From an optimization exercise on the open Yosys and OpenROAD flow, aimed at small area; shortcuts taken in it are not production practice. Only the layout flow was run in this run; the RTL was not checked for function there.

===== constraint.sdc =====
create_clock -name core_clock -period 5.0 [get_ports {clk}]
set_input_delay 1.0000 -clock core_clock [delete_from_list [all_inputs] [get_ports {clk}]]
set_output_delay 1.0000 -clock core_clock [all_outputs]
set_load 0.01 [all_outputs]

===== config.mk =====
export PLATFORM = sky130hd
export DESIGN_NAME = ASP
export DESIGN_NICKNAME = ASP
export VERILOG_FILES = /design/flow/design.v
export SDC_FILE = /design/flow/constraint.sdc
export NUM_CORES = 4
export LEC_CHECK = 0
export CAP_MARGIN = 20
export CORE_MARGIN = 2
export CORE_UTILIZATION = 40
export SLEW_MARGIN = 20

===== design.v =====
module control_unit(
    input clk,
    input reset,
    input dpp_ready_in,
    input nd_ready_in,
    input na_in,
    output reg[1:0] opcode_out
    );
    localparam OP_NOP = 2'b00;
    localparam OP_TXE = 2'b01;
    localparam OP_RXA = 2'b10;
    localparam OP_LOG = 2'b11;
    always @(*) begin 
        if (reset) begin
            opcode_out <= OP_NOP;
        end else begin
            if (na_in && nd_ready_in) begin
                opcode_out <= OP_LOG;      
            end else if (nd_ready_in) begin
                opcode_out <= OP_RXA;
            end else if (dpp_ready_in) begin
                opcode_out <= OP_TXE;
            end else begin
                opcode_out <= OP_NOP;
            end
        end        
    end
endmodule
module stage_1 #(parameter data_size = 32, parameter tag_size = 8) (
    input clk,
    input reset,
    input[1:0] opcode_in,
    output reg[1:0] opcode_out,
    input[(data_size):0] dpp_in,
    output reg[(data_size):0] dpp_out,
    input[(data_size+tag_size-1):0] ndt_in,
    output reg[(data_size+tag_size-1):0] ndt_out
);
    always @(posedge clk) begin
        if (reset) begin
            opcode_out <= 0;
            dpp_out <= 0;
            ndt_out <= 0;
        end else begin
            opcode_out <= opcode_in;
            dpp_out <= dpp_in;
            ndt_out <= ndt_in;
        end
    end
endmodule
module soft_error_detection #(parameter data_size = 32) (
    input clk,
    input reset,
    input[data_size-1:0] data,
    input parity_bit,
    output reg soft_error_flag
    );
    wire calculated_parity = ^data;
    always @(*) begin
        if (reset) begin
            soft_error_flag <= 1'b0;
        end else begin    
            if (calculated_parity == parity_bit) begin
                soft_error_flag <= 1'b0;
            end else begin
                soft_error_flag <= 1'b1;
            end
        end   
    end
endmodule
module stage_2 #(parameter data_size = 32, parameter tag_size = 8) (
    input clk,
    input reset,
    input[1:0] opcode_in,
    output reg[1:0] opcode_out,
    input soft_error_in,
    output reg soft_error_out,
    input[(data_size):0] dpp_in,
    output reg[(data_size):0] dpp_out,
    input[(data_size+tag_size-1):0] ndt_in,
    output reg[(data_size+tag_size-1):0] ndt_out,
    output[(data_size-1):0] rx_data, 
    output[(data_size-1):0] tx_data,
    output[(tag_size-1):0] rx_tag
);
    assign tx_data = dpp_out[(data_size):1];
    assign rx_data = ndt_out[(data_size+tag_size-1):tag_size];
    assign rx_tag = ndt_out[(tag_size-1):0];
    always @(posedge clk) begin
        if (reset) begin
            opcode_out <= 0;
            soft_error_out <= 0;
            dpp_out <= 0;
            ndt_out <= 0;
        end else begin
            opcode_out <= opcode_in;
            soft_error_out <= soft_error_in;
            dpp_out <= dpp_in;
            ndt_out <= ndt_in;
        end
    end
endmodule
module secret_key_register (
    output[15:0] key   
);
    assign key = 16'hDEAD;
endmodule
module tag_generation #(parameter DATA_SIZE = 32, parameter BLOCK_SIZE = DATA_SIZE / 4) (
    input clk,
    input reset,
    input [DATA_SIZE-1:0] data,
    input [15:0] secret_key,
    output reg [BLOCK_SIZE-1:0] tag
);
    wire [BLOCK_SIZE-1:0] bf_block[3:0];
    wire [BLOCK_SIZE-1:0] rls_block[3:0];
    wire [BLOCK_SIZE-1:0] tag_next;
    assign bf_block[0] = (secret_key[0] == 1'b1) ? ~data[BLOCK_SIZE-1:0] : data[BLOCK_SIZE-1:0];
    assign bf_block[1] = (secret_key[1] == 1'b1) ? ~data[2*BLOCK_SIZE-1:BLOCK_SIZE] : data[2*BLOCK_SIZE-1:BLOCK_SIZE];
    assign bf_block[2] = (secret_key[2] == 1'b1) ? ~data[3*BLOCK_SIZE-1:2*BLOCK_SIZE] : data[3*BLOCK_SIZE-1:2*BLOCK_SIZE];
    assign bf_block[3] = (secret_key[3] == 1'b1) ? ~data[4*BLOCK_SIZE-1:3*BLOCK_SIZE] : data[4*BLOCK_SIZE-1:3*BLOCK_SIZE];
    wire [2:0] shift_amount_0 = secret_key[2:0] % BLOCK_SIZE;
    wire [2:0] shift_amount_1 = secret_key[5:3] % BLOCK_SIZE;
    wire [2:0] shift_amount_2 = secret_key[8:6] % BLOCK_SIZE;
    wire [2:0] shift_amount_3 = secret_key[11:9] % BLOCK_SIZE;
    assign rls_block[0] = (bf_block[0] << shift_amount_0) | (bf_block[0] >> (BLOCK_SIZE - shift_amount_0));
    assign rls_block[1] = (bf_block[1] << shift_amount_1) | (bf_block[1] >> (BLOCK_SIZE - shift_amount_1));
    assign rls_block[2] = (bf_block[2] << shift_amount_2) | (bf_block[2] >> (BLOCK_SIZE - shift_amount_2));
    assign rls_block[3] = (bf_block[3] << shift_amount_3) | (bf_block[3] >> (BLOCK_SIZE - shift_amount_3));
    assign tag_next = rls_block[0] ^ rls_block[1] ^ rls_block[2] ^ rls_block[3];
    always @(*) begin
        if (reset) begin
            tag <= 8'hff;
        end else begin    
            tag <= tag_next;
        end
    end
endmodule
module stage_3 #(parameter data_size = 32, parameter tag_size = 8) (
    input clk,
    input reset,
    input[1:0] opcode_in,
    output reg[1:0] opcode_out,
    input soft_error_in,
    output reg soft_error_out,
    input[(data_size-1):0] tx_data_in,
    input[(tag_size-1):0] tx_tag_in,
    output reg[(data_size-1):0] tx_data_out,
    output reg[(tag_size-1):0] tx_tag_out,
    input tag_match_in,
    output reg tag_match_out,
    input[(data_size+tag_size-1):0] ndt_in,
    output reg[(data_size+tag_size-1):0] ndt_out,
    output[(data_size-1):0] rx_data_out,
    output[(data_size+tag_size-1):0] tx_data_plus_tag
);
    assign rx_data_out = ndt_out[(data_size+tag_size-1):tag_size];
    assign tx_data_plus_tag = {tx_data_out,tx_tag_out};
    always @(posedge clk) begin
        if (reset) begin
            opcode_out <= 0;
            soft_error_out <= 0;
            tx_data_out <= 0;
            tx_tag_out <= 0;
            tag_match_out <= 0;
            ndt_out <= 0;
        end else begin
            opcode_out <= opcode_in;
            soft_error_out <= soft_error_in;
            tx_data_out <= tx_data_in;
            tx_tag_out <= tx_tag_in;
            tag_match_out <= tag_match_in;
            ndt_out <= ndt_in;
        end
    end
endmodule
module output_stage #(parameter data_size = 32, parameter tag_size = 8) (
    input clk,
    input reset,
    input[1:0] opcode_in,
    input soft_error_in,
    input[(data_size-1):0] tx_data_in,
    input[(tag_size-1):0] tx_tag_in,
    input[(data_size+tag_size-1):0] tx_data_plus_tag_in,
    input tag_match_in,
    input[(data_size-1):0] rx_data_in,
    input[(data_size+tag_size-1):0] ndt_in,
    output reg parity_error_out,
    output reg host_data_ready_out,
    output reg network_data_ready_out,
    output reg network_ack_out,
    output reg[(data_size-1):0] host_data_out,
    output reg[(data_size+tag_size-1):0] ndt_out
    );
    localparam OP_RXA = 2'b10;
    localparam OP_TXE = 2'b01;
    wire and_gate_1, and_gate_2, and_gate_3, and_gate_4;
    wire or_gate_1, or_gate_2;
    assign and_gate_1 = (opcode_in == OP_RXA);
    assign and_gate_2 = (opcode_in == OP_TXE);
    assign and_gate_3 = (~parity_error_out & and_gate_2);
    assign and_gate_4 = (tag_match_in & and_gate_1);
    assign or_gate_1 = (parity_error_out | and_gate_4);
    assign or_gate_2 = (and_gate_3 | and_gate_4);
    wire [(data_size-1):0] mux_1;
    wire [(data_size+tag_size-1):0] mux_2;
    assign mux_1 = parity_error_out ? tx_data_in : rx_data_in;
    assign mux_2 = (opcode_in == OP_TXE) ? tx_data_plus_tag_in : ndt_in;
    always @(*) begin
        if (reset) begin
            parity_error_out <= 0;
            host_data_ready_out <= 0;
            network_data_ready_out <= 0;
            network_ack_out <= 0;
            host_data_out <= 0;
            ndt_out <= 0;
        end else begin
            parity_error_out <= soft_error_in;
            host_data_ready_out <= or_gate_1;
            network_data_ready_out <= or_gate_2;
            network_ack_out <= and_gate_4; 
            host_data_out <= mux_1;
            ndt_out <= mux_2;
        end
    end
endmodule
module ASP #(parameter data_size = 32, parameter tag_size = 8, parameter mem_depth = 256) (
    input clk,
    input reset,
    input data_parity_ready_in,
    input[(data_size):0] data_parity_in,
    input network_data_ready_in,
    input network_ACK_in,
    input[(data_size+tag_size-1):0] network_data_tag_in,
    output parity_error_out,
    output host_data_ready_out,
    output[(data_size-1):0] host_data_out,
    output network_data_ready_out,
    output network_ACK_out,
    output[(data_size+tag_size-1):0] network_data_tag_out
);
    wire[1:0] ID_opcode;
    wire[1:0] layer1_opcode;
    wire[(data_size):0] layer1_dpp;
    wire[(data_size+tag_size-1):0] layer1_ndt;
    wire layer1_error_detected;
    wire[1:0] layer2_opcode;
    wire[(data_size):0] layer2_dpp;
    wire[(data_size-1):0] layer2_tx_data;
    wire[(data_size-1):0] layer2_rx_data;
    wire[(tag_size-1):0] layer2_rx_tag;
    wire[(tag_size-1):0] layer2_computed_tag;
    wire layer2_tag_match;
    wire[(data_size+tag_size-1):0] layer2_ndt;
    wire layer2_error_detected;
    wire[(data_size-1):0] layer2_TGEN_data_in;
    wire[15:0] secret_key;
    wire[1:0] OL_opcode;
    wire[(data_size-1):0] OL_tx_data;
    wire[(data_size+tag_size-1):0] OL_tx_data_tagged;
    wire[(tag_size-1):0] OL_tx_tag;
    wire OL_tag_match;
    wire[(data_size-1):0] OL_rx_data;
    wire[(data_size+tag_size-1):0] OL_ndt;
    wire OL_error_detected;
    control_unit control_unit_inst(clk, reset, data_parity_ready_in, network_data_ready_in, network_ACK_in, ID_opcode);
    stage_1 #(.data_size(data_size), .tag_size(tag_size)) id_l1_pipeline_reg(clk, reset, ID_opcode, layer1_opcode, data_parity_in, layer1_dpp, network_data_tag_in, layer1_ndt);
    soft_error_detection #(.data_size(data_size)) SED_inst(clk, reset, layer1_dpp[data_size:1], layer1_dpp[0], layer1_error_detected);
    stage_2 #(.data_size(data_size), .tag_size(tag_size)) l1_l2_pipeline_reg(clk, reset, layer1_opcode, layer2_opcode, layer1_error_detected, layer2_error_detected, layer1_dpp, layer2_dpp, layer1_ndt, layer2_ndt, layer2_rx_data, layer2_tx_data, layer2_rx_tag);
    localparam OP_TXE = 2'b01;
    assign layer2_TGEN_data_in = (layer2_opcode == OP_TXE) ? layer2_tx_data : layer2_rx_data;
    secret_key_register skr_inst(secret_key);
    tag_generation #(.DATA_SIZE(data_size)) tag_gen_inst(clk, reset, layer2_TGEN_data_in, secret_key, layer2_computed_tag);
    assign layer2_tag_match = (layer2_computed_tag == layer2_rx_tag);
    stage_3 #(.data_size(data_size), .tag_size(tag_size)) l2_ol_pipeline_reg(clk, reset, layer2_opcode, OL_opcode, layer2_error_detected, OL_error_detected, layer2_tx_data, layer2_computed_tag, OL_tx_data, OL_tx_tag, layer2_tag_match, OL_tag_match, layer2_ndt, OL_ndt, OL_rx_data, OL_tx_data_tagged);
    output_stage output_stage_inst(clk, reset, OL_opcode, OL_error_detected, OL_tx_data, OL_tx_tag, OL_tx_data_tagged, OL_tag_match, OL_rx_data, OL_ndt, parity_error_out, host_data_ready_out, network_data_ready_out, network_ACK_out, host_data_out, network_data_tag_out);
endmodule

===== run.sh =====
#!/bin/bash
# synth_recipe.tcl (not shown) runs the flow's synth.tcl, then flattens the netlist and writes it again
# the make line also repeats each setting of config.mk as NAME=value (left out here)
make -C /OpenROAD-flow-scripts/flow DESIGN_CONFIG=/design/flow/config.mk WORK_HOME=/design/flow/orfs CLKGATE_MAP_FILE= SYNTH_SCRIPT=/design/flow/synth_recipe.tcl finish

==> results.json <==
{
  "status": "complete, no violations",
  "grt_setup_unrepaired": "false",
  "post_cts_buffers": 0,
  "fmax_mhz": 253,
  "p_total_mw": 4.32,
  "reg2reg_depth": 5,
  "ys_ff_latch": 234,
  "cts.reportedPaths.clkPinSlew_ns": 0.06,
  "finalCritPeriodShare_pct": 78.9,
  "syn-instance-count": 807,
  "hold_path.class": "flop to flop",
  "p_leak_nw": 4.02,
  "wl_um": 18300,
  "hold_violations": 0,
  "setup_tns_ns": 0,
  "clk_path_buf_depth": 3,
  "crit_arrival_ns": 2.95,
  "n_antenna_cell": 0,
  "die_area_um2": 21700,
  "grt_max_degree": 128,
  "place_hpwl_um": 13100,
  "cts_tree": "done",
  "end_kind": "output pin",
  "place_congestion": 0.737,
  "postCtsResizedCells": 0,
  "drc": 0,
  "cp.required_ns": 4.00,
  "fp.dieH_um": 147,
  "syn_avg_cell_area_um2": 10.2,
  "overflow": 0,
  "viasPerCell": 4.30,
  "htreeDepth": 1,
  "cts_sinks": 234,
  "grt_first_pass_wirelength_um": 28300,
  "start_kind": "flop",
  "io_pins": 154,
  "yosysTopAreaCell": "dfxtp_1",
  "syn_to_final_growth_pct": 31.7,
  "fin_cells": 1232,
  "max_slew_margin_pct": 27.1,
  "nFillCells": 1834,
  "nets": 1024,
  "yosys.area.top_type_share_pct": 57.1,
  "syn-num-nets": 885,
  "vias": 5300,
  "drv_slew": 0,
  "fin_worst_skew_ns": 0.00956,
  "initial_core_util_pct": 40.7,
  "ys_seq_area_share_pct": 57.1,
  "cts_buffers": 24,
  "dr.first_iter.drc_count": 222,
  "pre_cts_slack_ns": 1.37,
  "min_path_cells": 1,
  "layout-drive-gt1-share_pct": 5.09,
  "yosysUniqueCellTypes": 21,
  "fp-row-count": 52,
  "wl_per_cell_um": 14.9,
  "tightest_slew_ns": 1.09,
  "dieWidth_um": 147,
  "hold_buffers": 0,
  "finalWorstSetupSlack_ns": 1.05,
  "power_density_nw_per_um2": 400,
  "path_class": "flop to output pin",
  "setup_viol": 0,
  "antenna_found_initial": 0,
  "first_global_vias": 5222,
  "syn_area_um2": 8200,
  "root_buffer": "clkbuf_16",
  "maxCapViolations": 0,
  "postRouteAntennaNets": 0,
  "cp_max_fo": 22,
  "core-area_um2": 20200,
  "yosysWarningCount": 7,
  "portBuffers": 153,
  "ir_worst_vdd_mv": 0.217,
  "synth_area_leaders": "dfxtp_1 57%, nor2b_1 18%, xnor2_1 7.2%",
  "firstDrtPassIters": 4,
  "grt_usage_pct": 16.8,
  "insertion_delay_ns": 0.51,
  "placed_cells": 1190,
  "period_minus_slack_ns": 3.95
}
-- synth_stat cells --
library cell	number
a21oi_1	40
buf_1	5
buf_2	4
clkbuf_1	39
dfxtp_1	234
inv_1	1
mux2i_1	40
nand2_1	81
nand2b_1	2
nand3_1	1
nand4_1	1
nand4bb_1	1
nor2_1	35
nor2b_1	232
nor2b_2	1
nor4_1	1
o21ai_1	1
o31ai_1	1
xnor2_1	67
xnor3_1	1
xor2_1	19
-- through the flow --
| stage | utilization [%] | hold WS [ns] | instance area, um^2 |
|---|---|---|---|
| 4_1_cts | 53.5 | 0.436 | 10800 |
| 6_report | 53.5 | 0.433 | 10800 |
| 3_5_place_dp | 49.3 | 0.420 | 9950 |
| 3_3_place_gp | 49.3 | 0.419 | 9950 |
| 2_1_floorplan | - | 0.414 | 8200 |
| 5_1_grt | 53.5 | 0.455 | 10800 |
-- critical path, cell delays in order, from the launching register on --
cell and delay [ns]:
dfxtp_1 0.36, nand2b_1 0.75, buf_4 0.40, nand2_1 0.08, a21oi_1 0.25, clkdlybuf4s50_1 0.59
-- kinds of logic after synthesis --
kind of cell,count (synthesis),share of synthesized area [%]
XOR/XNOR,87,9.46
buffers and inverters,49,2.30
flip-flops,234,57.1
AND/OR/NAND/NOR,355,23.6
multiplexers,40,4.88
AO/OA/AOI/OAI,42,2.59
-- layer usage --
metal / vias to the layer above / routed length [um] / part of all wire, % / GRT usage, %
li1: 2764 / - / - / -
met1: 2369 / 8550 / 47 / 22.4
met2: 140 / 8420 / 46 / 28.0
met3: 27 / 1010 / 5.5 / 3.26
met4: 0 / 328 / 1.8 / 4.52
met5: - / 0 / 0 / 0
-- final cells by class --
class	instances	area (um^2)	area share, %
inverter	1	3.75	0.0348
clock buffer	35	713	6.60
sequential	234	4690	43.4
clock inverter	7	135	1.25
tap	270	338	3.13
timing repair buffer	161	1600	14.8
multi-input combinational	524	3330	30.8
-- cell usage in the layout, fill, tap and decap left out, types with 2 or more instances in the layout --
| master | count |
|---|---|
| a21oi_1 | 40 |
| buf_4 | 8 |
| bufinv_16 | 4 |
| clkbuf_1 | 5 |
| clkbuf_16 | 25 |
| clkbuf_8 | 5 |
| clkdlybuf4s50_1 | 152 |
| clkinv_2 | 3 |
| dfxtp_1 | 233 |
| mux2i_1 | 40 |
| nand2_1 | 81 |
| nand2b_1 | 2 |
| nor2_1 | 35 |
| nor2b_1 | 231 |
| nor2b_2 | 2 |
| xnor2_1 | 67 |
| xor2_1 | 19 |
-- sequential cells by signal (all words and copies together) (netlist names) --
signal	count
l2_ol_pipeline_reg.ndt_out	40
l2_ol_pipeline_reg.tx_tag_out	8
l1_l2_pipeline_reg.soft_error_out	1
id_l1_pipeline_reg.dpp_out	33
l1_l2_pipeline_reg.ndt_out	40
id_l1_pipeline_reg.ndt_out	40
l2_ol_pipeline_reg.opcode_out	2
l2_ol_pipeline_reg.tx_data_out	32
id_l1_pipeline_reg.opcode_out	2
l1_l2_pipeline_reg.opcode_out	2
l2_ol_pipeline_reg.tag_match_out	1
l2_ol_pipeline_reg.soft_error_out	1
l1_l2_pipeline_reg.dpp_out	32
-- report_power, final --
part	switching [mW]	total, mW	internal, mW
Clock	0.692	1.88	1.19
Combinational	0.168	0.411	0.243
Sequential	0.0707	2.02	1.95
-- path summary, 6_finish.rpt --
path | to | slack [ns] | start
max | network_data_tag_out[23] | 1.05 | l2_ol_pipeline_reg.opcode_out[1]
min | l1_l2_pipeline_reg.ndt_out[0] | 0.43 | id_l1_pipeline_reg.ndt_out[0]
max reg2reg | l2_ol_pipeline_reg.tag_match_out | 2.74 | l1_l2_pipeline_reg.opcode_out[0]
min reg2reg | l1_l2_pipeline_reg.ndt_out[0] | 0.43 | id_l1_pipeline_reg.ndt_out[0]

-- afterwards: timing with drivers on the ports --
How much do the figures lean on ideal ports? The routed layout below was timed once more, with nothing changed but the port constraints. Step 1: set_driving_cell puts a clkbuf_16 on clk and a buf_2 on each other input, an assumption about the parent block. Step 2 adds t to the input delays and takes it off the output delays; t is the mean of the earliest and latest rising clock arrival at the registers after step 1. Input paths then give back, and output paths get back, about the clock's delay inside the block. a / b / c = ideal / step 1 / step 2; a / b = the first two.
t (ns): 0.545
setup WS [ns]: 1.053 / 1.010 / 1.384
worst setup path at the end: input to output
latest minus earliest clock arrival (ns): 0.010 / 0.010
worst slew at a driven data input, ns: 0.06
After both steps setup and hold are still met in this run. For this run, drivers alone change the setup slack by -0.043 ns; drivers and shift together by +0.331 ns.
